From an optimization exercise on the open Yosys and OpenROAD flow, aimed at small area, a short achievable clock period and few clock cycles per item; shortcuts taken in it are not production practice.
In this exercise RTL edits were held to simulation tests only and were not proved equivalent to the original.

==> flow/design.v (outline; a module is shown in full before it is edited, if it fits) <==
// module booth_multiplier: 2575 lines
module booth_multiplier #(
    parameter N = 32
) (
    input clk,
    input start,
    input signed [N-1:0] multiplicand,
    input signed [N-1:0] multiplier,
    output signed [2*N-1:0] product,
    output reg done
);
  // ...
==> flow/flow/run.sh <==
#!/bin/bash
# Standard layout, except that the delay cells (clkdlybuf*, dlygate*, dlymetal*)
# may not be used after synthesis: the port buffers and repairs then use
# ordinary buffers.  Synthesis is the standard one.
set -e
cp standard.sh standard_sh.txt
bash standard.sh synth > run_synth.log 2>&1
cat >> config.mk <<'CFG'
export DONT_USE_CELLS += sky130_fd_sc_hd__clkdlybuf4s15_1 sky130_fd_sc_hd__clkdlybuf4s15_2 sky130_fd_sc_hd__clkdlybuf4s18_1 sky130_fd_sc_hd__clkdlybuf4s18_2 sky130_fd_sc_hd__clkdlybuf4s25_1 sky130_fd_sc_hd__clkdlybuf4s25_2 sky130_fd_sc_hd__clkdlybuf4s50_1 sky130_fd_sc_hd__clkdlybuf4s50_2 sky130_fd_sc_hd__dlygate4sd1_1 sky130_fd_sc_hd__dlygate4sd2_1 sky130_fd_sc_hd__dlygate4sd3_1 sky130_fd_sc_hd__dlymetal6s2s_1 sky130_fd_sc_hd__dlymetal6s4s_1 sky130_fd_sc_hd__dlymetal6s6s_1
CFG
bash standard.sh finish > run_finish.log 2>&1
==> flow/standard.sh <==
#!/bin/bash
# synth_recipe.tcl (not shown) runs the flow's synth.tcl, then flattens the netlist and writes it again
# the make line also repeats each setting of config.mk as NAME=value (left out here)
make -C /OpenROAD-flow-scripts/flow DESIGN_CONFIG=/design/flow/config.mk WORK_HOME=/design/flow/orfs CLKGATE_MAP_FILE= SYNTH_SCRIPT=/design/flow/synth_recipe.tcl "${@:-finish}"
==> flow/config.mk <==
export PLATFORM = sky130hd
export DESIGN_NAME = booth_multiplier
export DESIGN_NICKNAME = booth_multiplier
export VERILOG_FILES = /design/flow/design.v
export SDC_FILE = /design/flow/constraint.sdc
export NUM_CORES = 4
export LEC_CHECK = 0
export ABC_AREA = 1
export CAP_MARGIN = 20
export CORE_MARGIN = 2
export CORE_UTILIZATION = 60
export SETUP_SLACK_MARGIN = 0.4
export SLEW_MARGIN = 20
export DONT_USE_CELLS += sky130_fd_sc_hd__clkdlybuf4s15_1 sky130_fd_sc_hd__clkdlybuf4s15_2 sky130_fd_sc_hd__clkdlybuf4s18_1 sky130_fd_sc_hd__clkdlybuf4s18_2 sky130_fd_sc_hd__clkdlybuf4s25_1 sky130_fd_sc_hd__clkdlybuf4s25_2 sky130_fd_sc_hd__clkdlybuf4s50_1 sky130_fd_sc_hd__clkdlybuf4s50_2 sky130_fd_sc_hd__dlygate4sd1_1 sky130_fd_sc_hd__dlygate4sd2_1 sky130_fd_sc_hd__dlygate4sd3_1 sky130_fd_sc_hd__dlymetal6s2s_1 sky130_fd_sc_hd__dlymetal6s4s_1 sky130_fd_sc_hd__dlymetal6s6s_1
==> flow/constraint.sdc <==
create_clock -name core_clock -period 4.5 [get_ports {clk}]
set_input_delay 0.9000 -clock core_clock [delete_from_list [all_inputs] [get_ports {clk}]]
set_output_delay 0.9000 -clock core_clock [all_outputs]
set_load 0.01 [all_outputs]
==> qor.txt, run 1 <==
outcome -> timing/DRC/antenna clean
Seq/Total Area, Yosys -> 15.3%
antenna violation net count after detailed routing -> 0
Post-synth top cells -> 651 x nand2_1, 586 x inv_1, 536 x xor2_1
DP HPWL -> 90.5 mm
Final period util -> 93.0%
fmax -> 0.239 GHz
area of the multi-input gates -> 0.0242 mm^2
asr flop ratio synth -> 0%
register area -> 0.00465 mm^2
largest net degree at the start of global routing -> 53
min-delay src -> multiplier[0]
Synth Area in Compound Gates -> 12.0%
multi-input gates -> 2602
crit path DAT -> 4370 ps
post-CTS sizing -> 65
IO Port Bufs -> 129
Final nets -> 4625
initial drt markers -> 3761
Synth cell types -> 35
clock buf count -> 17
NonClk Buf Share -> 10.9%
crit path launch type -> primary input
hold path cells -> 4
remaining global-route overflow -> 0
most frequent cells in the layout -> 611 x nand2_1, 575 x inv_1, 508 x xor2_1
dpl cells -> 4593
Main synth FF type -> edfxtp_1
Testbench counts, summed over its fixed seeds: cycles 2,400, items 2,400.
==> run 2, diff against run 1 <==
--- a/flow/design.v
+++ b/flow/design.v
@@ -2566,10 +2566,610 @@
             acc_t[43] <= c2127;
             acc_t[44] <= s2176;
             acc_t[45] <= c2177;
             acc_t[46] <= s2220;
             acc_t[47] <= c2221;
             done <= 1'b1;
         end
     end
-    assign product = {1'b1, acc_s[62], acc_s[61], acc_s[60], acc_s[59], acc_s[58], acc_s[57], acc_s[56], acc_s[55], acc_s[54], acc_s[53], acc_s[52], acc_s[51], acc_s[50], acc_s[49], acc_s[48], acc_s[47], acc_s[46], acc_s[45], acc_s[44], acc_s[43], acc_s[42], acc_s[41], acc_s[40], acc_s[39], acc_s[38], acc_s[37], acc_s[36], acc_s[35], acc_s[34], acc_s[33], acc_s[32], acc_s[31], acc_s[30], acc_s[29], acc_s[28], acc_s[27], acc_s[26], acc_s[25], acc_s[24], acc_s[23], acc_s[22], acc_s[21], acc_s[20], acc_s[19], acc_s[18], acc_s[17], acc_s[16], acc_s[15], acc_s[14], acc_s[13], acc_s[12], acc_s[11], acc_s[10], acc_s[9], acc_s[8], acc_s[7], acc_s[6], acc_s[5], acc_s[4], acc_s[3], acc_s[2], acc_s[1], acc_s[0]} + {1'b0, acc_c[62], acc_c[61], acc_c[60], acc_c[59], acc_c[58], acc_c[57], acc_c[56], acc_c[55], acc_c[54], acc_c[53], acc_c[52], acc_c[51], acc_c[50], acc_c[49], acc_c[48], acc_c[47], acc_c[46], acc_c[45], acc_c[44], acc_c[43], acc_c[42], acc_c[41], acc_c[40], acc_c[39], acc_c[38], acc_c[37], acc_c[36], acc_c[35], acc_c[34], acc_c[33], acc_c[32], acc_c[31], acc_c[30], acc_c[29], acc_c[28], acc_c[27], acc_c[26], acc_c[25], acc_c[24], acc_c[23], acc_c[22], acc_c[21], acc_c[20], acc_c[19], acc_c[18], acc_c[17], acc_c[16], acc_c[15], acc_c[14], acc_c[13], acc_c[12], acc_c[11], acc_c[10], acc_c[9], acc_c[8], acc_c[7], acc_c[6], acc_c[5], acc_c[4], acc_c[3], acc_c[2], 1'b0, acc_c[0]} + {1'b0, 1'b0, 1'b0, 1'b0, 1'b0, 1'b0, 1'b0, 1'b0, 1'b0, 1'b0, 1'b0, 1'b0, 1'b0, 1'b0, 1'b0, 1'b0, acc_t[47], acc_t[46], acc_t[45], acc_t[44], acc_t[43], acc_t[42], acc_t[41], acc_t[40], acc_t[39], acc_t[38], acc_t[37], acc_t[36], acc_t[35], acc_t[34], acc_t[33], acc_t[32], acc_t[31], acc_t[30], acc_t[29], acc_t[28], acc_t[27], acc_t[26], acc_t[25], acc_t[24], acc_t[23], acc_t[22], acc_t[21], acc_t[20], acc_t[19], acc_t[18], 1'b0, 1'b0, 1'b0, 1'b0, 1'b0, 1'b0, 1'b0, 1'b0, 1'b0, 1'b0, 1'b0, 1'b0, 1'b0, 1'b0, 1'b0, 1'b0, 1'b0, 1'b0};
+    wire os2402 = acc_s[18] ^ acc_c[18];
+    wire oc2403 = acc_s[18] & acc_c[18];
+    wire os2404 = acc_s[19] ^ acc_c[19] ^ acc_t[19];
+    wire oc2405 = (acc_s[19] & acc_c[19]) | (acc_s[19] & acc_t[19]) | (acc_c[19] & acc_t[19]);
+    wire os2406 = acc_s[20] ^ acc_c[20] ^ acc_t[20];
+    wire oc2407 = (acc_s[20] & acc_c[20]) | (acc_s[20] & acc_t[20]) | (acc_c[20] & acc_t[20]);
+    wire os2408 = acc_s[21] ^ acc_c[21] ^ acc_t[21];
+    wire oc2409 = (acc_s[21] & acc_c[21]) | (acc_s[21] & acc_t[21]) | (acc_c[21] & acc_t[21]);
+    wire os2410 = acc_s[22] ^ acc_c[22] ^ acc_t[22];
+    wire oc2411 = (acc_s[22] & acc_c[22]) | (acc_s[22] & acc_t[22]) | (acc_c[22] & acc_t[22]);
+    wire os2412 = acc_s[23] ^ acc_c[23] ^ acc_t[23];
+    wire oc2413 = (acc_s[23] & acc_c[23]) | (acc_s[23] & acc_t[23]) | (acc_c[23] & acc_t[23]);
+    wire os2414 = acc_s[24] ^ acc_c[24] ^ acc_t[24];
+    wire oc2415 = (acc_s[24] & acc_c[24]) | (acc_s[24] & acc_t[24]) | (acc_c[24] & acc_t[24]);
+    wire os2416 = acc_s[25] ^ acc_c[25] ^ acc_t[25];
+    wire oc2417 = (acc_s[25] & acc_c[25]) | (acc_s[25] & acc_t[25]) | (acc_c[25] & acc_t[25]);
+    wire os2418 = acc_s[26] ^ acc_c[26] ^ acc_t[26];
+    wire oc2419 = (acc_s[26] & acc_c[26]) | (acc_s[26] & acc_t[26]) | (acc_c[26] & acc_t[26]);
+    wire os2420 = acc_s[27] ^ acc_c[27] ^ acc_t[27];
+    wire oc2421 = (acc_s[27] & acc_c[27]) | (acc_s[27] & acc_t[27]) | (acc_c[27] & acc_t[27]);
+    wire os2422 = acc_s[28] ^ acc_c[28] ^ acc_t[28];
+    wire oc2423 = (acc_s[28] & acc_c[28]) | (acc_s[28] & acc_t[28]) | (acc_c[28] & acc_t[28]);
+    wire os2424 = acc_s[29] ^ acc_c[29] ^ acc_t[29];
+    wire oc2425 = (acc_s[29] & acc_c[29]) | (acc_s[29] & acc_t[29]) | (acc_c[29] & acc_t[29]);
+    wire os2426 = acc_s[30] ^ acc_c[30] ^ acc_t[30];
+    wire oc2427 = (acc_s[30] & acc_c[30]) | (acc_s[30] & acc_t[30]) | (acc_c[30] & acc_t[30]);
+    wire os2428 = acc_s[31] ^ acc_c[31] ^ acc_t[31];
+    wire oc2429 = (acc_s[31] & acc_c[31]) | (acc_s[31] & acc_t[31]) | (acc_c[31] & acc_t[31]);
+    wire os2430 = acc_s[32] ^ acc_c[32] ^ acc_t[32];
+    wire oc2431 = (acc_s[32] & acc_c[32]) | (acc_s[32] & acc_t[32]) | (acc_c[32] & acc_t[32]);
+    wire os2432 = acc_s[33] ^ acc_c[33] ^ acc_t[33];
+    wire oc2433 = (acc_s[33] & acc_c[33]) | (acc_s[33] & acc_t[33]) | (acc_c[33] & acc_t[33]);
+    wire os2434 = acc_s[34] ^ acc_c[34] ^ acc_t[34];
+    wire oc2435 = (acc_s[34] & acc_c[34]) | (acc_s[34] & acc_t[34]) | (acc_c[34] & acc_t[34]);
+    wire os2436 = acc_s[35] ^ acc_c[35] ^ acc_t[35];
+    wire oc2437 = (acc_s[35] & acc_c[35]) | (acc_s[35] & acc_t[35]) | (acc_c[35] & acc_t[35]);
+    wire os2438 = acc_s[36] ^ acc_c[36] ^ acc_t[36];
+    wire oc2439 = (acc_s[36] & acc_c[36]) | (acc_s[36] & acc_t[36]) | (acc_c[36] & acc_t[36]);
+    wire os2440 = acc_s[37] ^ acc_c[37] ^ acc_t[37];
+    wire oc2441 = (acc_s[37] & acc_c[37]) | (acc_s[37] & acc_t[37]) | (acc_c[37] & acc_t[37]);
+    wire os2442 = acc_s[38] ^ acc_c[38] ^ acc_t[38];
+    wire oc2443 = (acc_s[38] & acc_c[38]) | (acc_s[38] & acc_t[38]) | (acc_c[38] & acc_t[38]);
+    wire os2444 = acc_s[39] ^ acc_c[39] ^ acc_t[39];
+    wire oc2445 = (acc_s[39] & acc_c[39]) | (acc_s[39] & acc_t[39]) | (acc_c[39] & acc_t[39]);
+    wire os2446 = acc_s[40] ^ acc_c[40] ^ acc_t[40];
+    wire oc2447 = (acc_s[40] & acc_c[40]) | (acc_s[40] & acc_t[40]) | (acc_c[40] & acc_t[40]);
+    wire os2448 = acc_s[41] ^ acc_c[41] ^ acc_t[41];
+    wire oc2449 = (acc_s[41] & acc_c[41]) | (acc_s[41] & acc_t[41]) | (acc_c[41] & acc_t[41]);
+    wire os2450 = acc_s[42] ^ acc_c[42] ^ acc_t[42];
+    wire oc2451 = (acc_s[42] & acc_c[42]) | (acc_s[42] & acc_t[42]) | (acc_c[42] & acc_t[42]);
+    wire os2452 = acc_s[43] ^ acc_c[43] ^ acc_t[43];
+    wire oc2453 = (acc_s[43] & acc_c[43]) | (acc_s[43] & acc_t[43]) | (acc_c[43] & acc_t[43]);
+    wire os2454 = acc_s[44] ^ acc_c[44] ^ acc_t[44];
+    wire oc2455 = (acc_s[44] & acc_c[44]) | (acc_s[44] & acc_t[44]) | (acc_c[44] & acc_t[44]);
+    wire os2456 = acc_s[45] ^ acc_c[45] ^ acc_t[45];
+    wire oc2457 = (acc_s[45] & acc_c[45]) | (acc_s[45] & acc_t[45]) | (acc_c[45] & acc_t[45]);
+    wire os2458 = acc_s[46] ^ acc_c[46] ^ acc_t[46];
+    wire oc2459 = (acc_s[46] & acc_c[46]) | (acc_s[46] & acc_t[46]) | (acc_c[46] & acc_t[46]);
+    wire os2460 = acc_s[47] ^ acc_c[47] ^ acc_t[47];
+    wire oc2461 = (acc_s[47] & acc_c[47]) | (acc_s[47] & acc_t[47]) | (acc_c[47] & acc_t[47]);
+    wire os2462 = acc_s[48] ^ acc_c[48];
+    wire oc2463 = acc_s[48] & acc_c[48];
+    wire os2464 = acc_s[49] ^ acc_c[49];
+    wire oc2465 = acc_s[49] & acc_c[49];
+    wire os2466 = acc_s[50] ^ acc_c[50];
+    wire oc2467 = acc_s[50] & acc_c[50];
+    wire os2468 = acc_s[51] ^ acc_c[51];
+    wire oc2469 = acc_s[51] & acc_c[51];
+    wire os2470 = acc_s[52] ^ acc_c[52];
+    wire oc2471 = acc_s[52] & acc_c[52];
+    wire os2472 = acc_s[53] ^ acc_c[53];
+    wire oc2473 = acc_s[53] & acc_c[53];
+    wire os2474 = acc_s[54] ^ acc_c[54];
+    wire oc2475 = acc_s[54] & acc_c[54];
+    wire os2476 = acc_s[55] ^ acc_c[55];
+    wire oc2477 = acc_s[55] & acc_c[55];
+    wire os2478 = acc_s[56] ^ acc_c[56];
+    wire oc2479 = acc_s[56] & acc_c[56];
+    wire os2480 = acc_s[57] ^ acc_c[57];
+    wire oc2481 = acc_s[57] & acc_c[57];
+    wire os2482 = acc_s[58] ^ acc_c[58];
+    wire oc2483 = acc_s[58] & acc_c[58];
+    wire os2484 = acc_s[59] ^ acc_c[59];
+    wire oc2485 = acc_s[59] & acc_c[59];
+    wire os2486 = acc_s[60] ^ acc_c[60];
+    wire oc2487 = acc_s[60] & acc_c[60];
+    wire os2488 = acc_s[61] ^ acc_c[61];
+    wire oc2489 = acc_s[61] & acc_c[61];
+    wire os2490 = acc_s[62] ^ acc_c[62];
+    wire oc2491 = acc_s[62] & acc_c[62];
+    wire op2492 = acc_s[0] ^ acc_c[0];
+    wire og2493 = acc_s[0] & acc_c[0];
+    wire op2494 = acc_s[2] ^ acc_c[2];
+    wire og2495 = acc_s[2] & acc_c[2];
+    wire op2496 = acc_s[3] ^ acc_c[3];
+    wire og2497 = acc_s[3] & acc_c[3];
+    wire op2498 = acc_s[4] ^ acc_c[4];
+    wire og2499 = acc_s[4] & acc_c[4];
+    wire op2500 = acc_s[5] ^ acc_c[5];
+    wire og2501 = acc_s[5] & acc_c[5];
+    wire op2502 = acc_s[6] ^ acc_c[6];
+    wire og2503 = acc_s[6] & acc_c[6];
+    wire op2504 = acc_s[7] ^ acc_c[7];
+    wire og2505 = acc_s[7] & acc_c[7];
+    wire op2506 = acc_s[8] ^ acc_c[8];
+    wire og2507 = acc_s[8] & acc_c[8];
+    wire op2508 = acc_s[9] ^ acc_c[9];
+    wire og2509 = acc_s[9] & acc_c[9];
+    wire op2510 = acc_s[10] ^ acc_c[10];
+    wire og2511 = acc_s[10] & acc_c[10];
+    wire op2512 = acc_s[11] ^ acc_c[11];
+    wire og2513 = acc_s[11] & acc_c[11];
+    wire op2514 = acc_s[12] ^ acc_c[12];
+    wire og2515 = acc_s[12] & acc_c[12];
+    wire op2516 = acc_s[13] ^ acc_c[13];
+    wire og2517 = acc_s[13] & acc_c[13];
+    wire op2518 = acc_s[14] ^ acc_c[14];
+    wire og2519 = acc_s[14] & acc_c[14];
+    wire op2520 = acc_s[15] ^ acc_c[15];
+    wire og2521 = acc_s[15] & acc_c[15];
+    wire op2522 = acc_s[16] ^ acc_c[16];
+    wire og2523 = acc_s[16] & acc_c[16];
+    wire op2524 = acc_s[17] ^ acc_c[17];
+    wire og2525 = acc_s[17] & acc_c[17];
+    wire op2526 = acc_t[18] ^ os2402;
+    wire og2527 = acc_t[18] & os2402;
+    wire op2528 = oc2403 ^ os2404;
+    wire og2529 = oc2403 & os2404;
+    wire op2530 = oc2405 ^ os2406;
+    wire og2531 = oc2405 & os2406;
+    wire op2532 = oc2407 ^ os2408;
+    wire og2533 = oc2407 & os2408;
+    wire op2534 = oc2409 ^ os2410;
+    wire og2535 = oc2409 & os2410;
+    wire op2536 = oc2411 ^ os2412;
+    wire og2537 = oc2411 & os2412;
+    wire op2538 = oc2413 ^ os2414;
+    wire og2539 = oc2413 & os2414;
+    wire op2540 = oc2415 ^ os2416;
+    wire og2541 = oc2415 & os2416;
+    wire op2542 = oc2417 ^ os2418;
+    wire og2543 = oc2417 & os2418;
+    wire op2544 = oc2419 ^ os2420;
+    wire og2545 = oc2419 & os2420;
+    wire op2546 = oc2421 ^ os2422;
+    wire og2547 = oc2421 & os2422;
+    wire op2548 = oc2423 ^ os2424;
+    wire og2549 = oc2423 & os2424;
+    wire op2550 = oc2425 ^ os2426;
+    wire og2551 = oc2425 & os2426;
+    wire op2552 = oc2427 ^ os2428;
+    wire og2553 = oc2427 & os2428;
+    wire op2554 = oc2429 ^ os2430;
+    wire og2555 = oc2429 & os2430;
+    wire op2556 = oc2431 ^ os2432;
+    wire og2557 = oc2431 & os2432;
+    wire op2558 = oc2433 ^ os2434;
+    wire og2559 = oc2433 & os2434;
+    wire op2560 = oc2435 ^ os2436;
+    wire og2561 = oc2435 & os2436;
+    wire op2562 = oc2437 ^ os2438;
+    wire og2563 = oc2437 & os2438;
+    wire op2564 = oc2439 ^ os2440;
+    wire og2565 = oc2439 & os2440;
+    wire op2566 = oc2441 ^ os2442;
+    wire og2567 = oc2441 & os2442;
+    wire op2568 = oc2443 ^ os2444;
+    wire og2569 = oc2443 & os2444;
+    wire op2570 = oc2445 ^ os2446;
+    wire og2571 = oc2445 & os2446;
+    wire op2572 = oc2447 ^ os2448;
+    wire og2573 = oc2447 & os2448;
+    wire op2574 = oc2449 ^ os2450;
+    wire og2575 = oc2449 & os2450;
+    wire op2576 = oc2451 ^ os2452;
+    wire og2577 = oc2451 & os2452;
+    wire op2578 = oc2453 ^ os2454;
+    wire og2579 = oc2453 & os2454;
+    wire op2580 = oc2455 ^ os2456;
+    wire og2581 = oc2455 & os2456;
+    wire op2582 = oc2457 ^ os2458;
+    wire og2583 = oc2457 & os2458;
+    wire op2584 = oc2459 ^ os2460;
+    wire og2585 = oc2459 & os2460;
+    wire op2586 = oc2461 ^ os2462;
+    wire og2587 = oc2461 & os2462;
+    wire op2588 = oc2463 ^ os2464;
+    wire og2589 = oc2463 & os2464;
+    wire op2590 = oc2465 ^ os2466;
+    wire og2591 = oc2465 & os2466;
+    wire op2592 = oc2467 ^ os2468;
+    wire og2593 = oc2467 & os2468;
+    wire op2594 = oc2469 ^ os2470;
+    wire og2595 = oc2469 & os2470;
+    wire op2596 = oc2471 ^ os2472;
+    wire og2597 = oc2471 & os2472;
+    wire op2598 = oc2473 ^ os2474;
+    wire og2599 = oc2473 & os2474;
+    wire op2600 = oc2475 ^ os2476;
+    wire og2601 = oc2475 & os2476;
+    wire op2602 = oc2477 ^ os2478;
+    wire og2603 = oc2477 & os2478;
+    wire op2604 = oc2479 ^ os2480;
+    wire og2605 = oc2479 & os2480;
+    wire op2606 = oc2481 ^ os2482;
+    wire og2607 = oc2481 & os2482;
+    wire op2608 = oc2483 ^ os2484;
+    wire og2609 = oc2483 & os2484;
+    wire op2610 = oc2485 ^ os2486;
+    wire og2611 = oc2485 & os2486;
+    wire op2612 = oc2487 ^ os2488;
+    wire og2613 = oc2487 & os2488;
+    wire op2614 = oc2489 ^ os2490;
+    wire og2615 = oc2489 & os2490;
+    wire op2616 = 1'b1 ^ oc2491;
+    wire og2617 = 1'b1 & oc2491;
+    wire pg2618 = 1'b0 | (acc_s[1] & og2493);
+    wire pp2619 = acc_s[1] & op2492;
+    wire pg2620 = og2497 | (op2496 & og2495);
+    wire pp2621 = op2496 & op2494;
+    wire pg2622 = og2501 | (op2500 & og2499);
+    wire pp2623 = op2500 & op2498;
+    wire pg2624 = og2505 | (op2504 & og2503);
+    wire pp2625 = op2504 & op2502;
+    wire pg2626 = og2509 | (op2508 & og2507);
+    wire pp2627 = op2508 & op2506;
+    wire pg2628 = og2513 | (op2512 & og2511);
+    wire pp2629 = op2512 & op2510;
+    wire pg2630 = og2517 | (op2516 & og2515);
+    wire pp2631 = op2516 & op2514;
+    wire pg2632 = og2521 | (op2520 & og2519);
+    wire pp2633 = op2520 & op2518;
+    wire pg2634 = og2525 | (op2524 & og2523);
+    wire pp2635 = op2524 & op2522;
+    wire pg2636 = og2529 | (op2528 & og2527);
+    wire pp2637 = op2528 & op2526;
+    wire pg2638 = og2533 | (op2532 & og2531);
+    wire pp2639 = op2532 & op2530;
+    wire pg2640 = og2537 | (op2536 & og2535);
+    wire pp2641 = op2536 & op2534;
+    wire pg2642 = og2541 | (op2540 & og2539);
+    wire pp2643 = op2540 & op2538;
+    wire pg2644 = og2545 | (op2544 & og2543);
+    wire pp2645 = op2544 & op2542;
+    wire pg2646 = og2549 | (op2548 & og2547);
+    wire pp2647 = op2548 & op2546;
+    wire pg2648 = og2553 | (op2552 & og2551);
+    wire pp2649 = op2552 & op2550;
+    wire pg2650 = og2557 | (op2556 & og2555);
+    wire pp2651 = op2556 & op2554;
+    wire pg2652 = og2561 | (op2560 & og2559);
+    wire pp2653 = op2560 & op2558;
+    wire pg2654 = og2565 | (op2564 & og2563);
+    wire pp2655 = op2564 & op2562;
+    wire pg2656 = og2569 | (op2568 & og2567);
+    wire pp2657 = op2568 & op2566;
+    wire pg2658 = og2573 | (op2572 & og2571);
+    wire pp2659 = op2572 & op2570;
+    wire pg2660 = og2577 | (op2576 & og2575);
+    wire pp2661 = op2576 & op2574;
+    wire pg2662 = og2581 | (op2580 & og2579);
+    wire pp2663 = op2580 & op2578;
+    wire pg2664 = og2585 | (op2584 & og2583);
+    wire pp2665 = op2584 & op2582;
+    wire pg2666 = og2589 | (op2588 & og2587);
+    wire pp2667 = op2588 & op2586;
+    wire pg2668 = og2593 | (op2592 & og2591);
+    wire pp2669 = op2592 & op2590;
+    wire pg2670 = og2597 | (op2596 & og2595);
+    wire pp2671 = op2596 & op2594;
+    wire pg2672 = og2601 | (op2600 & og2599);
+    wire pp2673 = op2600 & op2598;
+    wire pg2674 = og2605 | (op2604 & og2603);
+    wire pp2675 = op2604 & op2602;
+    wire pg2676 = og2609 | (op2608 & og2607);
+    wire pp2677 = op2608 & op2606;
+    wire pg2678 = og2613 | (op2612 & og2611);
+    wire pp2679 = op2612 & op2610;
+    wire pg2680 = og2617 | (op2616 & og2615);
+    wire pp2681 = op2616 & op2614;
+    wire pg2682 = og2495 | (op2494 & pg2618);
+    wire pp2683 = op2494 & pp2619;
+    wire pg2684 = pg2620 | (pp2621 & pg2618);
+    wire pp2685 = pp2621 & pp2619;
+    wire pg2686 = og2503 | (op2502 & pg2622);
+    wire pp2687 = op2502 & pp2623;
+    wire pg2688 = pg2624 | (pp2625 & pg2622);
+    wire pp2689 = pp2625 & pp2623;
+    wire pg2690 = og2511 | (op2510 & pg2626);
+    wire pp2691 = op2510 & pp2627;
+    wire pg2692 = pg2628 | (pp2629 & pg2626);
+    wire pp2693 = pp2629 & pp2627;
+    wire pg2694 = og2519 | (op2518 & pg2630);
+    wire pp2695 = op2518 & pp2631;
+    wire pg2696 = pg2632 | (pp2633 & pg2630);
+    wire pp2697 = pp2633 & pp2631;
+    wire pg2698 = og2527 | (op2526 & pg2634);
+    wire pp2699 = op2526 & pp2635;
+    wire pg2700 = pg2636 | (pp2637 & pg2634);
+    wire pp2701 = pp2637 & pp2635;
+    wire pg2702 = og2535 | (op2534 & pg2638);
+    wire pp2703 = op2534 & pp2639;
+    wire pg2704 = pg2640 | (pp2641 & pg2638);
+    wire pp2705 = pp2641 & pp2639;
+    wire pg2706 = og2543 | (op2542 & pg2642);
+    wire pp2707 = op2542 & pp2643;
+    wire pg2708 = pg2644 | (pp2645 & pg2642);
+    wire pp2709 = pp2645 & pp2643;
+    wire pg2710 = og2551 | (op2550 & pg2646);
+    wire pp2711 = op2550 & pp2647;
+    wire pg2712 = pg2648 | (pp2649 & pg2646);
+    wire pp2713 = pp2649 & pp2647;
+    wire pg2714 = og2559 | (op2558 & pg2650);
+    wire pp2715 = op2558 & pp2651;
+    wire pg2716 = pg2652 | (pp2653 & pg2650);
+    wire pp2717 = pp2653 & pp2651;
+    wire pg2718 = og2567 | (op2566 & pg2654);
+    wire pp2719 = op2566 & pp2655;
+    wire pg2720 = pg2656 | (pp2657 & pg2654);
+    wire pp2721 = pp2657 & pp2655;
+    wire pg2722 = og2575 | (op2574 & pg2658);
+    wire pp2723 = op2574 & pp2659;
+    wire pg2724 = pg2660 | (pp2661 & pg2658);
+    wire pp2725 = pp2661 & pp2659;
+    wire pg2726 = og2583 | (op2582 & pg2662);
+    wire pp2727 = op2582 & pp2663;
+    wire pg2728 = pg2664 | (pp2665 & pg2662);
+    wire pp2729 = pp2665 & pp2663;
+    wire pg2730 = og2591 | (op2590 & pg2666);
+    wire pp2731 = op2590 & pp2667;
+    wire pg2732 = pg2668 | (pp2669 & pg2666);
+    wire pp2733 = pp2669 & pp2667;
+    wire pg2734 = og2599 | (op2598 & pg2670);
+    wire pp2735 = op2598 & pp2671;
+    wire pg2736 = pg2672 | (pp2673 & pg2670);
+    wire pp2737 = pp2673 & pp2671;
+    wire pg2738 = og2607 | (op2606 & pg2674);
+    wire pp2739 = op2606 & pp2675;
+    wire pg2740 = pg2676 | (pp2677 & pg2674);
+    wire pp2741 = pp2677 & pp2675;
+    wire pg2742 = og2615 | (op2614 & pg2678);
+    wire pp2743 = op2614 & pp2679;
+    wire pg2744 = pg2680 | (pp2681 & pg2678);
+    wire pp2745 = pp2681 & pp2679;
+    wire pg2746 = og2499 | (op2498 & pg2684);
+    wire pp2747 = op2498 & pp2685;
+    wire pg2748 = pg2622 | (pp2623 & pg2684);
+    wire pp2749 = pp2623 & pp2685;
+    wire pg2750 = pg2686 | (pp2687 & pg2684);
+    wire pp2751 = pp2687 & pp2685;
+    wire pg2752 = pg2688 | (pp2689 & pg2684);
+    wire pp2753 = pp2689 & pp2685;
+    wire pg2754 = og2515 | (op2514 & pg2692);
+    wire pp2755 = op2514 & pp2693;
+    wire pg2756 = pg2630 | (pp2631 & pg2692);
+    wire pp2757 = pp2631 & pp2693;
+    wire pg2758 = pg2694 | (pp2695 & pg2692);
+    wire pp2759 = pp2695 & pp2693;
+    wire pg2760 = pg2696 | (pp2697 & pg2692);
+    wire pp2761 = pp2697 & pp2693;
+    wire pg2762 = og2531 | (op2530 & pg2700);
+    wire pp2763 = op2530 & pp2701;
+    wire pg2764 = pg2638 | (pp2639 & pg2700);
+    wire pp2765 = pp2639 & pp2701;
+    wire pg2766 = pg2702 | (pp2703 & pg2700);
+    wire pp2767 = pp2703 & pp2701;
+    wire pg2768 = pg2704 | (pp2705 & pg2700);
+    wire pp2769 = pp2705 & pp2701;
+    wire pg2770 = og2547 | (op2546 & pg2708);
+    wire pp2771 = op2546 & pp2709;
+    wire pg2772 = pg2646 | (pp2647 & pg2708);
+    wire pp2773 = pp2647 & pp2709;
+    wire pg2774 = pg2710 | (pp2711 & pg2708);
+    wire pp2775 = pp2711 & pp2709;
+    wire pg2776 = pg2712 | (pp2713 & pg2708);
+    wire pp2777 = pp2713 & pp2709;
+    wire pg2778 = og2563 | (op2562 & pg2716);
+    wire pp2779 = op2562 & pp2717;
+    wire pg2780 = pg2654 | (pp2655 & pg2716);
+    wire pp2781 = pp2655 & pp2717;
+    wire pg2782 = pg2718 | (pp2719 & pg2716);
+    wire pp2783 = pp2719 & pp2717;
+    wire pg2784 = pg2720 | (pp2721 & pg2716);
+    wire pp2785 = pp2721 & pp2717;
+    wire pg2786 = og2579 | (op2578 & pg2724);
+    wire pp2787 = op2578 & pp2725;
+    wire pg2788 = pg2662 | (pp2663 & pg2724);
+    wire pp2789 = pp2663 & pp2725;
+    wire pg2790 = pg2726 | (pp2727 & pg2724);
+    wire pp2791 = pp2727 & pp2725;
+    wire pg2792 = pg2728 | (pp2729 & pg2724);
+    wire pp2793 = pp2729 & pp2725;
+    wire pg2794 = og2595 | (op2594 & pg2732);
+    wire pp2795 = op2594 & pp2733;
+    wire pg2796 = pg2670 | (pp2671 & pg2732);
+    wire pp2797 = pp2671 & pp2733;
+    wire pg2798 = pg2734 | (pp2735 & pg2732);
+    wire pp2799 = pp2735 & pp2733;
+    wire pg2800 = pg2736 | (pp2737 & pg2732);
+    wire pp2801 = pp2737 & pp2733;
+    wire pg2802 = og2611 | (op2610 & pg2740);
+    wire pp2803 = op2610 & pp2741;
+    wire pg2804 = pg2678 | (pp2679 & pg2740);
+    wire pp2805 = pp2679 & pp2741;
+    wire pg2806 = pg2742 | (pp2743 & pg2740);
+    wire pp2807 = pp2743 & pp2741;
+    wire pg2808 = pg2744 | (pp2745 & pg2740);
+    wire pp2809 = pp2745 & pp2741;
+    wire pg2810 = og2507 | (op2506 & pg2752);
+    wire pp2811 = op2506 & pp2753;
+    wire pg2812 = pg2626 | (pp2627 & pg2752);
+    wire pp2813 = pp2627 & pp2753;
+    wire pg2814 = pg2690 | (pp2691 & pg2752);
+    wire pp2815 = pp2691 & pp2753;
+    wire pg2816 = pg2692 | (pp2693 & pg2752);
+    wire pp2817 = pp2693 & pp2753;
+    wire pg2818 = pg2754 | (pp2755 & pg2752);
+    wire pp2819 = pp2755 & pp2753;
+    wire pg2820 = pg2756 | (pp2757 & pg2752);
+    wire pp2821 = pp2757 & pp2753;
+    wire pg2822 = pg2758 | (pp2759 & pg2752);
+    wire pp2823 = pp2759 & pp2753;
+    wire pg2824 = pg2760 | (pp2761 & pg2752);
+    wire pp2825 = pp2761 & pp2753;
+    wire pg2826 = og2539 | (op2538 & pg2768);
+    wire pp2827 = op2538 & pp2769;
+    wire pg2828 = pg2642 | (pp2643 & pg2768);
+    wire pp2829 = pp2643 & pp2769;
+    wire pg2830 = pg2706 | (pp2707 & pg2768);
+    wire pp2831 = pp2707 & pp2769;
+    wire pg2832 = pg2708 | (pp2709 & pg2768);
+    wire pp2833 = pp2709 & pp2769;
+    wire pg2834 = pg2770 | (pp2771 & pg2768);
+    wire pp2835 = pp2771 & pp2769;
+    wire pg2836 = pg2772 | (pp2773 & pg2768);
+    wire pp2837 = pp2773 & pp2769;
+    wire pg2838 = pg2774 | (pp2775 & pg2768);
+    wire pp2839 = pp2775 & pp2769;
+    wire pg2840 = pg2776 | (pp2777 & pg2768);
+    wire pp2841 = pp2777 & pp2769;
+    wire pg2842 = og2571 | (op2570 & pg2784);
+    wire pp2843 = op2570 & pp2785;
+    wire pg2844 = pg2658 | (pp2659 & pg2784);
+    wire pp2845 = pp2659 & pp2785;
+    wire pg2846 = pg2722 | (pp2723 & pg2784);
+    wire pp2847 = pp2723 & pp2785;
+    wire pg2848 = pg2724 | (pp2725 & pg2784);
+    wire pp2849 = pp2725 & pp2785;
+    wire pg2850 = pg2786 | (pp2787 & pg2784);
+    wire pp2851 = pp2787 & pp2785;
+    wire pg2852 = pg2788 | (pp2789 & pg2784);
+    wire pp2853 = pp2789 & pp2785;
+    wire pg2854 = pg2790 | (pp2791 & pg2784);
+    wire pp2855 = pp2791 & pp2785;
+    wire pg2856 = pg2792 | (pp2793 & pg2784);
+    wire pp2857 = pp2793 & pp2785;
+    wire pg2858 = og2603 | (op2602 & pg2800);
+    wire pp2859 = op2602 & pp2801;
+    wire pg2860 = pg2674 | (pp2675 & pg2800);
+    wire pp2861 = pp2675 & pp2801;
+    wire pg2862 = pg2738 | (pp2739 & pg2800);
+    wire pp2863 = pp2739 & pp2801;
+    wire pg2864 = pg2740 | (pp2741 & pg2800);
+    wire pp2865 = pp2741 & pp2801;
+    wire pg2866 = pg2802 | (pp2803 & pg2800);
+    wire pp2867 = pp2803 & pp2801;
+    wire pg2868 = pg2804 | (pp2805 & pg2800);
+    wire pp2869 = pp2805 & pp2801;
+    wire pg2870 = pg2806 | (pp2807 & pg2800);
+    wire pp2871 = pp2807 & pp2801;
+    wire pg2872 = pg2808 | (pp2809 & pg2800);
+    wire pp2873 = pp2809 & pp2801;
+    wire pg2874 = og2523 | (op2522 & pg2824);
+    wire pp2875 = op2522 & pp2825;
+    wire pg2876 = pg2634 | (pp2635 & pg2824);
+    wire pp2877 = pp2635 & pp2825;
+    wire pg2878 = pg2698 | (pp2699 & pg2824);
+    wire pp2879 = pp2699 & pp2825;
+    wire pg2880 = pg2700 | (pp2701 & pg2824);
+    wire pp2881 = pp2701 & pp2825;
+    wire pg2882 = pg2762 | (pp2763 & pg2824);
+    wire pp2883 = pp2763 & pp2825;
+    wire pg2884 = pg2764 | (pp2765 & pg2824);
+    wire pp2885 = pp2765 & pp2825;
+    wire pg2886 = pg2766 | (pp2767 & pg2824);
+    wire pp2887 = pp2767 & pp2825;
+    wire pg2888 = pg2768 | (pp2769 & pg2824);
+    wire pp2889 = pp2769 & pp2825;
+    wire pg2890 = pg2826 | (pp2827 & pg2824);
+    wire pp2891 = pp2827 & pp2825;
+    wire pg2892 = pg2828 | (pp2829 & pg2824);
+    wire pp2893 = pp2829 & pp2825;
+    wire pg2894 = pg2830 | (pp2831 & pg2824);
+    wire pp2895 = pp2831 & pp2825;
+    wire pg2896 = pg2832 | (pp2833 & pg2824);
+    wire pp2897 = pp2833 & pp2825;
+    wire pg2898 = pg2834 | (pp2835 & pg2824);
+    wire pp2899 = pp2835 & pp2825;
+    wire pg2900 = pg2836 | (pp2837 & pg2824);
+    wire pp2901 = pp2837 & pp2825;
+    wire pg2902 = pg2838 | (pp2839 & pg2824);
+    wire pp2903 = pp2839 & pp2825;
+    wire pg2904 = pg2840 | (pp2841 & pg2824);
+    wire pp2905 = pp2841 & pp2825;
+    wire pg2906 = og2587 | (op2586 & pg2856);
+    wire pp2907 = op2586 & pp2857;
+    wire pg2908 = pg2666 | (pp2667 & pg2856);
+    wire pp2909 = pp2667 & pp2857;
+    wire pg2910 = pg2730 | (pp2731 & pg2856);
+    wire pp2911 = pp2731 & pp2857;
+    wire pg2912 = pg2732 | (pp2733 & pg2856);
+    wire pp2913 = pp2733 & pp2857;
+    wire pg2914 = pg2794 | (pp2795 & pg2856);
+    wire pp2915 = pp2795 & pp2857;
+    wire pg2916 = pg2796 | (pp2797 & pg2856);
+    wire pp2917 = pp2797 & pp2857;
+    wire pg2918 = pg2798 | (pp2799 & pg2856);
+    wire pp2919 = pp2799 & pp2857;
+    wire pg2920 = pg2800 | (pp2801 & pg2856);
+    wire pp2921 = pp2801 & pp2857;
+    wire pg2922 = pg2858 | (pp2859 & pg2856);
+    wire pp2923 = pp2859 & pp2857;
+    wire pg2924 = pg2860 | (pp2861 & pg2856);
+    wire pp2925 = pp2861 & pp2857;
+    wire pg2926 = pg2862 | (pp2863 & pg2856);
+    wire pp2927 = pp2863 & pp2857;
+    wire pg2928 = pg2864 | (pp2865 & pg2856);
+    wire pp2929 = pp2865 & pp2857;
+    wire pg2930 = pg2866 | (pp2867 & pg2856);
+    wire pp2931 = pp2867 & pp2857;
+    wire pg2932 = pg2868 | (pp2869 & pg2856);
+    wire pp2933 = pp2869 & pp2857;
+    wire pg2934 = pg2870 | (pp2871 & pg2856);
+    wire pp2935 = pp2871 & pp2857;
+    wire pg2936 = pg2872 | (pp2873 & pg2856);
+    wire pp2937 = pp2873 & pp2857;
+    wire pg2938 = og2555 | (op2554 & pg2904);
+    wire pp2939 = op2554 & pp2905;
+    wire pg2940 = pg2650 | (pp2651 & pg2904);
+    wire pp2941 = pp2651 & pp2905;
+    wire pg2942 = pg2714 | (pp2715 & pg2904);
+    wire pp2943 = pp2715 & pp2905;
+    wire pg2944 = pg2716 | (pp2717 & pg2904);
+    wire pp2945 = pp2717 & pp2905;
+    wire pg2946 = pg2778 | (pp2779 & pg2904);
+    wire pp2947 = pp2779 & pp2905;
+    wire pg2948 = pg2780 | (pp2781 & pg2904);
+    wire pp2949 = pp2781 & pp2905;
+    wire pg2950 = pg2782 | (pp2783 & pg2904);
+    wire pp2951 = pp2783 & pp2905;
+    wire pg2952 = pg2784 | (pp2785 & pg2904);
+    wire pp2953 = pp2785 & pp2905;
+    wire pg2954 = pg2842 | (pp2843 & pg2904);
+    wire pp2955 = pp2843 & pp2905;
+    wire pg2956 = pg2844 | (pp2845 & pg2904);
+    wire pp2957 = pp2845 & pp2905;
+    wire pg2958 = pg2846 | (pp2847 & pg2904);
+    wire pp2959 = pp2847 & pp2905;
+    wire pg2960 = pg2848 | (pp2849 & pg2904);
+    wire pp2961 = pp2849 & pp2905;
+    wire pg2962 = pg2850 | (pp2851 & pg2904);
+    wire pp2963 = pp2851 & pp2905;
+    wire pg2964 = pg2852 | (pp2853 & pg2904);
+    wire pp2965 = pp2853 & pp2905;
+    wire pg2966 = pg2854 | (pp2855 & pg2904);
+    wire pp2967 = pp2855 & pp2905;
+    wire pg2968 = pg2856 | (pp2857 & pg2904);
+    wire pp2969 = pp2857 & pp2905;
+    wire pg2970 = pg2906 | (pp2907 & pg2904);
+    wire pp2971 = pp2907 & pp2905;
+    wire pg2972 = pg2908 | (pp2909 & pg2904);
+    wire pp2973 = pp2909 & pp2905;
+    wire pg2974 = pg2910 | (pp2911 & pg2904);
+    wire pp2975 = pp2911 & pp2905;
+    wire pg2976 = pg2912 | (pp2913 & pg2904);
+    wire pp2977 = pp2913 & pp2905;
+    wire pg2978 = pg2914 | (pp2915 & pg2904);
+    wire pp2979 = pp2915 & pp2905;
+    wire pg2980 = pg2916 | (pp2917 & pg2904);
+    wire pp2981 = pp2917 & pp2905;
+    wire pg2982 = pg2918 | (pp2919 & pg2904);
+    wire pp2983 = pp2919 & pp2905;
+    wire pg2984 = pg2920 | (pp2921 & pg2904);
+    wire pp2985 = pp2921 & pp2905;
+    wire pg2986 = pg2922 | (pp2923 & pg2904);
+    wire pp2987 = pp2923 & pp2905;
+    wire pg2988 = pg2924 | (pp2925 & pg2904);
+    wire pp2989 = pp2925 & pp2905;
+    wire pg2990 = pg2926 | (pp2927 & pg2904);
+    wire pp2991 = pp2927 & pp2905;
+    wire pg2992 = pg2928 | (pp2929 & pg2904);
+    wire pp2993 = pp2929 & pp2905;
+    wire pg2994 = pg2930 | (pp2931 & pg2904);
+    wire pp2995 = pp2931 & pp2905;
+    wire pg2996 = pg2932 | (pp2933 & pg2904);
+    wire pp2997 = pp2933 & pp2905;
+    wire pg2998 = pg2934 | (pp2935 & pg2904);
+    wire pp2999 = pp2935 & pp2905;
+    wire pg3000 = pg2936 | (pp2937 & pg2904);
+    wire pp3001 = pp2937 & pp2905;
+    assign product = {op2616 ^ pg2998, op2614 ^ pg2996, op2612 ^ pg2994, op2610 ^ pg2992, op2608 ^ pg2990, op2606 ^ pg2988, op2604 ^ pg2986, op2602 ^ pg2984, op2600 ^ pg2982, op2598 ^ pg2980, op2596 ^ pg2978, op2594 ^ pg2976, op2592 ^ pg2974, op2590 ^ pg2972, op2588 ^ pg2970, op2586 ^ pg2968, op2584 ^ pg2966, op2582 ^ pg2964, op2580 ^ pg2962, op2578 ^ pg2960, op2576 ^ pg2958, op2574 ^ pg2956, op2572 ^ pg2954, op2570 ^ pg2952, op2568 ^ pg2950, op2566 ^ pg2948, op2564 ^ pg2946, op2562 ^ pg2944, op2560 ^ pg2942, op2558 ^ pg2940, op2556 ^ pg2938, op2554 ^ pg2904, op2552 ^ pg2902, op2550 ^ pg2900, op2548 ^ pg2898, op2546 ^ pg2896, op2544 ^ pg2894, op2542 ^ pg2892, op2540 ^ pg2890, op2538 ^ pg2888, op2536 ^ pg2886, op2534 ^ pg2884, op2532 ^ pg2882, op2530 ^ pg2880, op2528 ^ pg2878, op2526 ^ pg2876, op2524 ^ pg2874, op2522 ^ pg2824, op2520 ^ pg2822, op2518 ^ pg2820, op2516 ^ pg2818, op2514 ^ pg2816, op2512 ^ pg2814, op2510 ^ pg2812, op2508 ^ pg2810, op2506 ^ pg2752, op2504 ^ pg2750, op2502 ^ pg2748, op2500 ^ pg2746, op2498 ^ pg2684, op2496 ^ pg2682, op2494 ^ pg2618, acc_s[1] ^ og2493, op2492};
 endmodule
==> run 2 against run 1 <==
Global-route usage down 2.5 points. Hold slack worse by 280 ps. Clock-buffer cell count up 2. Critical path depth down 2. Area after synthesis down 7.9%. Critical endpoint is now acc_t[32]. Sequential cell count unchanged. Sequential share of layout area up 0.96 points. Die area down 7.8%. Largest cell class unchanged.
==> qor.txt, run 2 <==
outcome -> timing/DRC/antenna clean
max FFs per register -> 63
Yosys reg bits -> 155
clock sinks -> 155
routability cong. -> 0.961
synthesis-to-layout area growth -> 21.3%
Period minus WS final -> 4180 ps
Synth area leader -> fa_1
RSZ-0062 raised after global routing -> yes
Global Route Usage Sum -> 40.9%
IO Port Bufs -> 129 (unchanged)
min-delay src -> multiplier[1]
hold-fix buffer count after cts -> 0
I/O pin count -> 131
CTS tree -> yes
largest registers -> acc_s x63, acc_c x62, acc_t x30
slew margin rel. -> 45.7%
Vias -> 25200
crit end category -> register
DP HPWL -> 72.6 mm (-20%)
Max Cap Viol -> 0
Syn Std Cell Area -> 0.0280 mm^2
Post-Place Worst Slack -> -244 ps
Tightest Hold Check Type -> primary input to register
final hold slack -> 764 ps
crit path launch type -> primary input
final wirelength -> 101 mm
ant diodes -> 0
Fillers -> 3299
Hold Vio Cnt, Final -> 0
dpl cells -> 3907 (-15%)
initial drt markers -> 2896 (-23%)
Post-synth top cells -> 520 x xor2_1, 495 x o22ai_1, 424 x fa_1
largest net degree at the start of global routing -> 54 (+1.9%)
antenna violation net count after detailed routing -> 0 (unchanged)
synth warn -> 1
EDFF count, synth -> 155
Req. time, crit path -> 4730 ps
CTS root buffer -> clkbuf_16
H-tree lvl count -> 4
remaining global-route overflow -> 0 (unchanged)
core area -> 0.0464 mm^2
die area -> 0.0485 mm^2
fmax -> 0.239 GHz (about the same)
Synth cell types -> 42 (+20%)
number of global-route vias before repair -> 25000
Num CTS Buffers -> 17
non-filler cells, final -> 3989
most frequent cells in the layout -> 497 x xor2_1, 440 x o22ai_1, 380 x inv_1
Setup TNS Final -> 0 ps
fin util -> 73.4%
critical path fanouts, max -> 9
Longest Clk Path Bufs -> 2
Main synth FF type -> edfxtp_1
most frequent cell after synthesis -> xor2_1
critical path class -> primary input to register
commonest non-fill, non-tap cell in the layout -> xor2_1
top cell type's share of synthesized area -> 30.3%
first-pass GRT wire length -> 145 mm
max-slew violation count -> 0
Final period util -> 92.9% (about the same)
syn nets -> 3658
clock slew at reported path FFs -> 70 ps
Die H -> 220 um
Largest Register -> acc_s
Syn Area/Cell -> 9.24 um^2
Mapped Cells -> 3036
crit path from -> multiplier[7]
final setup fails -> 0
Pre-Repair DR Iteration Count -> 6
top cells by area, synth -> fa_1 30%, edfxtp_1 17%, xor2_1 16%, o22ai_1 11%, ha_1 5.9%
initial core utilization -> 60.5%
Seq/Total Area, Yosys -> 16.6% (+1.3 points)
worst slew pin tran -> 815 ps
asr flop ratio synth -> 0% (unchanged)
die width -> 220 um
vias per cell -> 6.32
DRC viols -> 0
initial antenna violation count -> 1
fraction of layout cells with a size suffix above 1 -> 23.0%
crit path DAT -> 4410 ps (+40 ps)
drt wl/cell -> 25.3 um
Core Rows -> 79
Final nets -> 3991 (-14%)
final worst slack -> 318 ps
[run 2: logic make-up after synthesis]
logic type | synth area share [%]
adders and majority gates | 36.2
DFF | 16.6
xor gates and xnor gates | 16.5
other | 0.0134
and+or+nand+nor | 7.83
buffers and inverters | 9.34
AOI/OAI and AO/OA | 13.5
[run 2: per-stage QoR]
step                      instance area, um^2
after floorplan                         29000
after global placement                  31600
after detailed placement                31600
after CTS                               32500
after global routing                    34000
final                                   34000
[run 2: timing repair]
item / in CTS / in global routing
setup buffers: 7 / 35
cloned: 2 / 6
pin swaps: 14 / 93
hold endpoints to repair: 0 / 0
resized for setup: 52 / 305
setup endpoints to repair: 48 / 85
[run 2: final timing paths]
kind | to | slack [ps] | cells after the start
setup / recovery | acc_t[32] | 320 | 13
hold / removal | acc_s[0] | 760 | 2
[run 2: area by class of cell]
class,instances,area [um^2],share of cell area (%)
clock inverters,13,143,0.419
inverters,409,1570,4.61
well taps,607,759,2.23
multi-input cells,2220,22500,66.0
flip-flops and latches,155,4650,13.7
clock buffers,19,433,1.27
repair buffers,566,3990,11.7
[run 2: critical path, stage by stage]
cell and delay (ps):
buf_2 130, nor2_2 140, inv_1 90, nand2_4 160
buf_2 200, o22ai_2 90, xor2_1 340, fa_2 550
fa_2 380, fa_1 510, inv_1 50, fa_1 400
fa_1 460
[run 2: layer usage]
metal  track usage [%]  share of wire, %  routed length [um]  up-vias
li1                  -                 -                   -    10700
met1              53.8                38               38200    12300
met2              61.8                44               44900     1833
met3              12.2                12               12500      439
met4              20.2               5.4                5500        0
met5                 0                 0                   0        -
Testbench counts of run 2, summed over its fixed seeds: cycles 2,400, items 2,400.
==> run 3, diff against run 2 <==
--- a/flow/config.mk
+++ b/flow/config.mk
@@ -9,6 +9,6 @@
 export CAP_MARGIN = 20
 export CORE_MARGIN = 2
 export CORE_UTILIZATION = 60
-export SETUP_SLACK_MARGIN = 0.4
+export SETUP_SLACK_MARGIN = 0.3
 export SLEW_MARGIN = 20
 export DONT_USE_CELLS += sky130_fd_sc_hd__clkdlybuf4s15_1 sky130_fd_sc_hd__clkdlybuf4s15_2 sky130_fd_sc_hd__clkdlybuf4s18_1 sky130_fd_sc_hd__clkdlybuf4s18_2 sky130_fd_sc_hd__clkdlybuf4s25_1 sky130_fd_sc_hd__clkdlybuf4s25_2 sky130_fd_sc_hd__clkdlybuf4s50_1 sky130_fd_sc_hd__clkdlybuf4s50_2 sky130_fd_sc_hd__dlygate4sd1_1 sky130_fd_sc_hd__dlygate4sd2_1 sky130_fd_sc_hd__dlygate4sd3_1 sky130_fd_sc_hd__dlymetal6s2s_1 sky130_fd_sc_hd__dlymetal6s4s_1 sky130_fd_sc_hd__dlymetal6s6s_1
==> run 3 against run 2 <==
Still clean. Sequential cell count did not move. Cell count is 0.15% lower. Non-clock buffer count decreased by 8. Via count is 1.5% lower. Critical path type is now register to output pin. Highest routed layer unchanged.
==> qor.txt, run 3 <==
Die H -> 220 um (unchanged)
commonest non-fill, non-tap cell in the layout -> xor2_1
area of the multi-input gates -> 0.0216 mm^2 (-3.8%)
largest registers -> acc_s x63, acc_c x62, acc_t x30
outcome -> timing/DRC/antenna clean
final wirelength -> 96.8 mm (-4.2%)
Slowest cell on crit path -> fa_2
die area -> 0.0485 mm^2 (unchanged)
Pre-Repair DR Iteration Count -> 9 (+3)
Worst path top cell family by delay -> adder cells
Mapped Cells -> 3036 (unchanged)
most frequent cells in the layout -> 517 x xor2_1, 477 x o22ai_1, 386 x inv_1
worst slew pin tran -> 700 ps (-115 ps)
number of global-route vias before repair -> 24500 (-2.2%)
Yosys reg bits -> 155 (unchanged)
fraction of layout cells with a size suffix above 1 -> 18.0% (-5.0 points)
met3 Usage GRT -> 9.77% (-2.4 points)
buffers and inverters on the worst path -> 2 (-2)
Core Rows -> 79 (unchanged)
IO Port Bufs -> 129 (unchanged)
critical path fanouts, max -> 8 (-1)
fmax -> 0.238 GHz (-0.66%)
final setup fails -> 0 (unchanged)
top cell type's share of synthesized area -> 30.3% (unchanged)
max-slew violation count -> 0 (unchanged)
Num CTS Buffers -> 17 (unchanged)
Largest Register -> acc_s
final hold slack -> 903 ps (+139 ps)
CP peak stage delay -> 570 ps (+20 ps)
top cells by area, synth -> fa_1 30%, edfxtp_1 17%, xor2_1 16%, o22ai_1 11%, ha_1 5.9%
Post-synth top cells -> 520 x xor2_1, 495 x o22ai_1, 424 x fa_1
Vias -> 24800 (-1.5%)
EDFF count, synth -> 155 (unchanged)
CTS tree -> yes
most frequent cell after synthesis -> xor2_1
Setup TNS Final -> 0 ps (unchanged)
Period minus WS final -> 4210 ps (+28.0 ps)
Final nets -> 3985 (-0.15%)
die width -> 220 um (unchanged)
RSZ-0062 raised after global routing -> yes
dpl cells -> 3915 (+0.20%)
Max Cap Viol -> 0 (unchanged)
max FFs per register -> 63 (unchanged)
Hold Vio Cnt, Final -> 0 (unchanged)
Synth area leader -> fa_1
synth warn -> 1 (unchanged)
antenna violation net count after detailed routing -> 0 (unchanged)
H-tree lvl count -> 4 (unchanged)
fin util -> 71.1% (-2.3 points)
initial core utilization -> 60.5% (unchanged)
crit path launch type -> register
worst-path cell chain -> fa_2 -> ha_1 -> nand2_1 -> a21oi_1 -> nor2_4 -> nand2_4 -> nand2_8 -> nand2_8 -> buf_1 -> a21oi_4 -> nand2_1 -> nand2_1 -> nand2_1 -> clkbuf_2
crit path DAT -> 3310 ps (-1100 ps)
Tightest Hold Check Type -> primary input to register
non-filler cells, final -> 3983 (-0.15%)
initial antenna violation count -> 1 (unchanged)
register area -> 0.00465 mm^2 (unchanged)
synthesis-to-layout area growth -> 17.5%
remaining global-route overflow -> 0 (unchanged)
I/O pin count -> 131 (unchanged)
routability cong. -> 0.967 (+0.62%)
first-pass GRT wire length -> 142 mm (-2.0%)
DP HPWL -> 71.8 mm (-1.0%)
clock sinks -> 155 (unchanged)
Req. time, crit path -> 3600 ps (-1130 ps)
clock slew at reported path FFs -> 70 ps (about the same)
asr flop ratio synth -> 0% (unchanged)
largest net degree at the start of global routing -> 55 (+1.9%)
DRC viols -> 0 (unchanged)
Longest Clk Path Bufs -> 2 (unchanged)
Syn Area/Cell -> 9.24 um^2 (unchanged)
crit end category -> output pin
Final period util -> 93.6% (+0.62 points)
GR met1 Demand/Resource -> 53.7% (-0.14 points)
CTS root buffer -> clkbuf_16
core area -> 0.0464 mm^2 (unchanged)
Critical Path Most Common Cell -> nand2_1
Seq/Total Area, Yosys -> 16.6% (unchanged)
critical path class -> register to output pin
slew margin rel. -> 53.3% (+7.7 points)
met2 Resource Use GR -> 61.0% (-0.84 points)
initial drt markers -> 2721 (-6.0%)
GRT busiest layer -> met2
drt wl/cell -> 24.3 um (-4.1%)
Global Route Usage Sum -> 39.7% (-1.1 points)
Main synth FF type -> edfxtp_1
Syn Std Cell Area -> 0.0280 mm^2 (unchanged)
vias per cell -> 6.24 (-1.3%)
syn nets -> 3658 (unchanged)
Synth cell types -> 42 (unchanged)
Fillers -> 3510 (+6.4%)
==> run 3: changes by cell type in the layout (fill, tap and decap cells not counted), sizes merged <==
cell,previous run,this run
clkbuf,72,64
clkinv,9,5
nand2,358,359
o21ai,28,29
buf,513,514
diode,0,1
bufinv,2,6
inv,410,408
==> run 3: final cells by class <==
cell class              instances  area share (%)
multi-input cells            2222            65.5
flip-flops and latches        155            14.1
repair buffers                558            11.3
inverters                     409            4.75
well taps                     607            2.30
clock buffers                  20            1.33
clock inverters                11           0.661
diodes                          1         0.00759
==> run 3: kinds of logic after synthesis <==
kind of cell,synth area share [%]
AND/OR/NAND/NOR,7.83
XOR/XNOR,16.5
buffers and inverters,9.34
flip-flops,16.6
AO/OA/AOI/OAI,13.5
other,0.0134
adder cells (fa/ha/maj),36.2
==> run 3: what timing repair did <==
action / CTS / global route
endpoints found under the setup margin: 39 / 79
resized for setup: 17 / 140
pin swaps: 1 / 28
cloned: 0 / 6
hold buffers: 0 / 0
buffers inserted: 1 / 29
==> run 3: final timing paths <==
path / endpoint / start / slack [ps] / depth (start not counted)
setup / recovery: product[51] / acc_s[39] / 290 / 14
hold / removal: acc_s[62] / multiplier[30] / 900 / 4
==> run 3: routing by layer <==
metal / wire, um / part of all wire [%]
met1: 37700 / 39
met3: 11000 / 11
met4: 4890 / 5.1
met5: 0 / 0
met2: 43200 / 45
==> run 3: per-stage QoR <==
stage | instance area [um^2] | worst slack, ps
6_report | 33000 | 290
5_1_grt | 33000 | 212
4_1_cts | 32200 | 283
3_5_place_dp | 31500 | -301
3_3_place_gp | 31500 | -232
2_1_floorplan | 28700 | 256
==> run 4, diff against run 3 <==
--- a/flow/config.mk
+++ b/flow/config.mk
@@ -9,6 +9,6 @@
 export CAP_MARGIN = 20
 export CORE_MARGIN = 2
 export CORE_UTILIZATION = 60
-export SETUP_SLACK_MARGIN = 0.3
+export SETUP_SLACK_MARGIN = 0.2
 export SLEW_MARGIN = 20
 export DONT_USE_CELLS += sky130_fd_sc_hd__clkdlybuf4s15_1 sky130_fd_sc_hd__clkdlybuf4s15_2 sky130_fd_sc_hd__clkdlybuf4s18_1 sky130_fd_sc_hd__clkdlybuf4s18_2 sky130_fd_sc_hd__clkdlybuf4s25_1 sky130_fd_sc_hd__clkdlybuf4s25_2 sky130_fd_sc_hd__clkdlybuf4s50_1 sky130_fd_sc_hd__clkdlybuf4s50_2 sky130_fd_sc_hd__dlygate4sd1_1 sky130_fd_sc_hd__dlygate4sd2_1 sky130_fd_sc_hd__dlygate4sd3_1 sky130_fd_sc_hd__dlymetal6s2s_1 sky130_fd_sc_hd__dlymetal6s4s_1 sky130_fd_sc_hd__dlymetal6s6s_1
==> run 4 against run 3 <==
Sequential share of layout area increased by 0.36 points. Sequential cell count unchanged. Die area unchanged. Critical path depth increased by 1. First-iteration DRC count increased by 1.5%. Hold slack improved by 48 ps. Global-route usage decreased by 0.30 points.
==> qor.txt, run 4 <==
final setup fails -> 0 (unchanged)
final wirelength -> 94.6 mm (-2.2%)
Tightest Hold Check Type -> primary input to register
Max Cap Viol -> 0 (unchanged)
critical path fanouts, max -> 3 (-5)
Global Route Usage Sum -> 39.4% (-0.30 points)
first-pass GRT wire length -> 141 mm (-0.66%)
Main synth FF type -> edfxtp_1
IO Port Bufs -> 129 (unchanged)
crit path DAT -> 4500 ps (+1190 ps)
Period minus WS final -> 4230 ps (+21.1 ps)
Num CTS Buffers -> 17 (unchanged)
Seq/Total Area, Yosys -> 16.6% (unchanged)
die area -> 0.0485 mm^2 (unchanged)
vias per cell -> 6.21 (-0.45%)
outcome -> timing/DRC/antenna clean
met1 WL -> 37.1 mm (-1.5%)
clock slew at reported path FFs -> 70 ps (about the same)
DRC viols -> 0 (unchanged)
hold-fix buffer count after cts -> 0 (unchanged)
initial drt markers -> 2762 (+1.5%)
Core Rows -> 79 (unchanged)
EDFF count, synth -> 155 (unchanged)
crit path from -> multiplier[4]
DP HPWL -> 70.2 mm (-2.2%)
RSZ-0062 raised after global routing -> yes
Pre-Repair DR Iteration Count -> 6 (-3)
Die H -> 220 um (unchanged)
syn nets -> 3658 (unchanged)
area of the multi-input gates -> 0.0212 mm^2 (-2.0%)
DP Area -> 0.0311 mm^2 (-1.0%)
Longest Clk Path Bufs -> 2 (unchanged)
clock sinks -> 155 (unchanged)
Synth area leader -> fa_1
core area -> 0.0464 mm^2 (unchanged)
fmax -> 0.236 GHz (-0.50%)
remaining global-route overflow -> 0 (unchanged)
Synth cell types -> 42 (unchanged)
crit end category -> register
CTS root buffer -> clkbuf_16
routed wl met3 -> 10.9 mm (-0.94%)
commonest non-fill, non-tap cell in the layout -> xor2_1
routability cong. -> 0.951 (-1.6%)
Hold Vio Cnt, Final -> 0 (unchanged)
antenna violation net count after detailed routing -> 0 (unchanged)
Req. time, crit path -> 4760 ps (+1160 ps)
most frequent cell after synthesis -> xor2_1
fraction of layout cells with a size suffix above 1 -> 13.7% (-4.4 points)
most frequent cells in the layout -> 519 x xor2_1, 491 x o22ai_1, 405 x fa_1
top cell type's share of synthesized area -> 30.3% (unchanged)
register area -> 0.00465 mm^2 (unchanged)
routed wl met2 -> 41.7 mm (-3.4%)
top cells by area, synth -> fa_1 30%, edfxtp_1 17%, xor2_1 16%, o22ai_1 11%, ha_1 5.9%
worst slew pin tran -> 938 ps (+238 ps)
synth warn -> 1 (unchanged)
Post-Place Worst Slack -> -328 ps (-26.5 ps)
Largest Register -> acc_s
CTS tree -> yes
initial core utilization -> 60.5% (unchanged)
H-tree lvl count -> 4 (unchanged)
min-delay src -> multiplier[1]
Vias -> 24500 (-1.2%)
Syn Std Cell Area -> 0.0280 mm^2 (unchanged)
Syn Area/Cell -> 9.24 um^2 (unchanged)
Yosys reg bits -> 155 (unchanged)
asr flop ratio synth -> 0% (unchanged)
hold path cells -> 2 (-2)
fin util -> 69.3% (-1.8 points)
cell area after layout -> 0.0321 mm^2 (-2.5%)
Setup TNS Final -> 0 ps (unchanged)
crit path launch type -> primary input
largest net degree at the start of global routing -> 57 (+3.6%)
drt wl/cell -> 23.9 um (-1.5%)
synthesis-to-layout area growth -> 14.6%
number of global-route vias before repair -> 24700 (+0.80%)
slew margin rel. -> 37.5% (-16 points)
max FFs per register -> 63 (unchanged)
final worst slack -> 268 ps (-21.1 ps)
I/O pin count -> 131 (unchanged)
Final nets -> 3954 (-0.78%)
Post-synth top cells -> 520 x xor2_1, 495 x o22ai_1, 424 x fa_1
die width -> 220 um (unchanged)
Mapped Cells -> 3036 (unchanged)
ant diodes -> 0 (-1)
max-slew violation count -> 0 (unchanged)
initial antenna violation count -> 0 (-1)
Fillers -> 3745 (+6.7%)
critical path class -> primary input to register
highest routed layer -> met4
Final period util -> 94.0% (+0.47 points)
largest registers -> acc_s x63, acc_c x62, acc_t x30
## run 4: final timing paths
check   endpoint  slack, ps
max    acc_c[15]        270
min     acc_s[0]        950
## run 4: repair_timing
item / in CTS / in global routing
setup endpoints to repair: 31 / 64
buffers inserted: 0 / 15
gates resized for setup: 14 / 58
pin swaps: 2 / 11
gates cloned: 0 / 3
## run 4: logic make-up after synthesis
family / count (synthesis) / share of synthesized area [%]
XOR/XNOR: 529 / 16.5
buffers and inverters: 663 / 9.34
flip-flops: 155 / 16.6
adder cells (fa/ha/maj): 556 / 36.2
AND/OR/NAND/NOR: 525 / 7.83
AO/OA/AOI/OAI: 607 / 13.5
other: 1 / 0.0134
## run 4: metal layers
layer | vias to the layer above | track usage, %
met5 | - | 0
met4 | 0 | 19.7
met3 | 328 | 9.50
met2 | 1610 | 60.1
met1 | 12000 | 52.9
li1 | 10600 | -
## run 4: final cells by class
type                            count  area share (%)
Timing Repair Buffer              528            10.7
Tap cell                          607            2.36
Clock inverter                     12           0.459
Clock buffer                       20            1.36
Sequential cell                   155            14.5
Inverter                          409            4.80
Multi-Input combinational cell   2221            65.9
## run 4: per-stage QoR
stage / instances / hold slack, ps
final: 3952 / 952
after global routing: 3952 / 961
after CTS: 3934 / 927
after detailed placement: 3902 / 1460
after global placement: 3902 / 1460
after floorplan: 3036 / 999
## run 4: worst max-delay path, stage by stage
cell     delay, ps
buf_1          230
nor2_4          50
buf_2          170
buf_6          140
o21ai_4        150
buf_2          180
buf_1          170
o22ai_1        100
xor2_1         170
fa_1           430
fa_1           420
fa_1           510
fa_1           540
inv_1           40
ha_1           280

==> static timing again, ports no longer ideal <==
The results above use ideal ports. As a check the final layouts listed here were re-extracted and re-timed, cells and wires unchanged.
Step 1 sets driving cells, clkbuf_16 on the clock port and buf_2 on the other inputs (assumed; they add their load-dependent delay and slew).
Step 2, shift: input delay + t, output delay - t, t = (earliest + latest rising clock arrival at the registers) / 2. This alone moves slack from input paths to output paths.
Slacks: ideal ports / drivers / drivers and shift; pairs: ideal ports / drivers.
| run | shift t [ns] | slack for setup (ns) | pins driven straight from the clock port |
|---|---|---|---|
| run 1 | 0.521 | 0.316 / 0.325 / -0.196 | 1 |
| run 2 | 0.553 | 0.318 / 0.360 / -0.193 | 1 |
| run 3 | 0.559 | 0.290 / 0.227 / -0.218 | 1 |
| run 4 | 0.563 | 0.268 / 0.219 / -0.269 | 1 |
With both steps, setup timing fails in every run listed, where it was met with ideal ports. The setup slack of run 4, which loses most, moves by -0.049 ns with the drivers and by -0.537 ns with both steps.
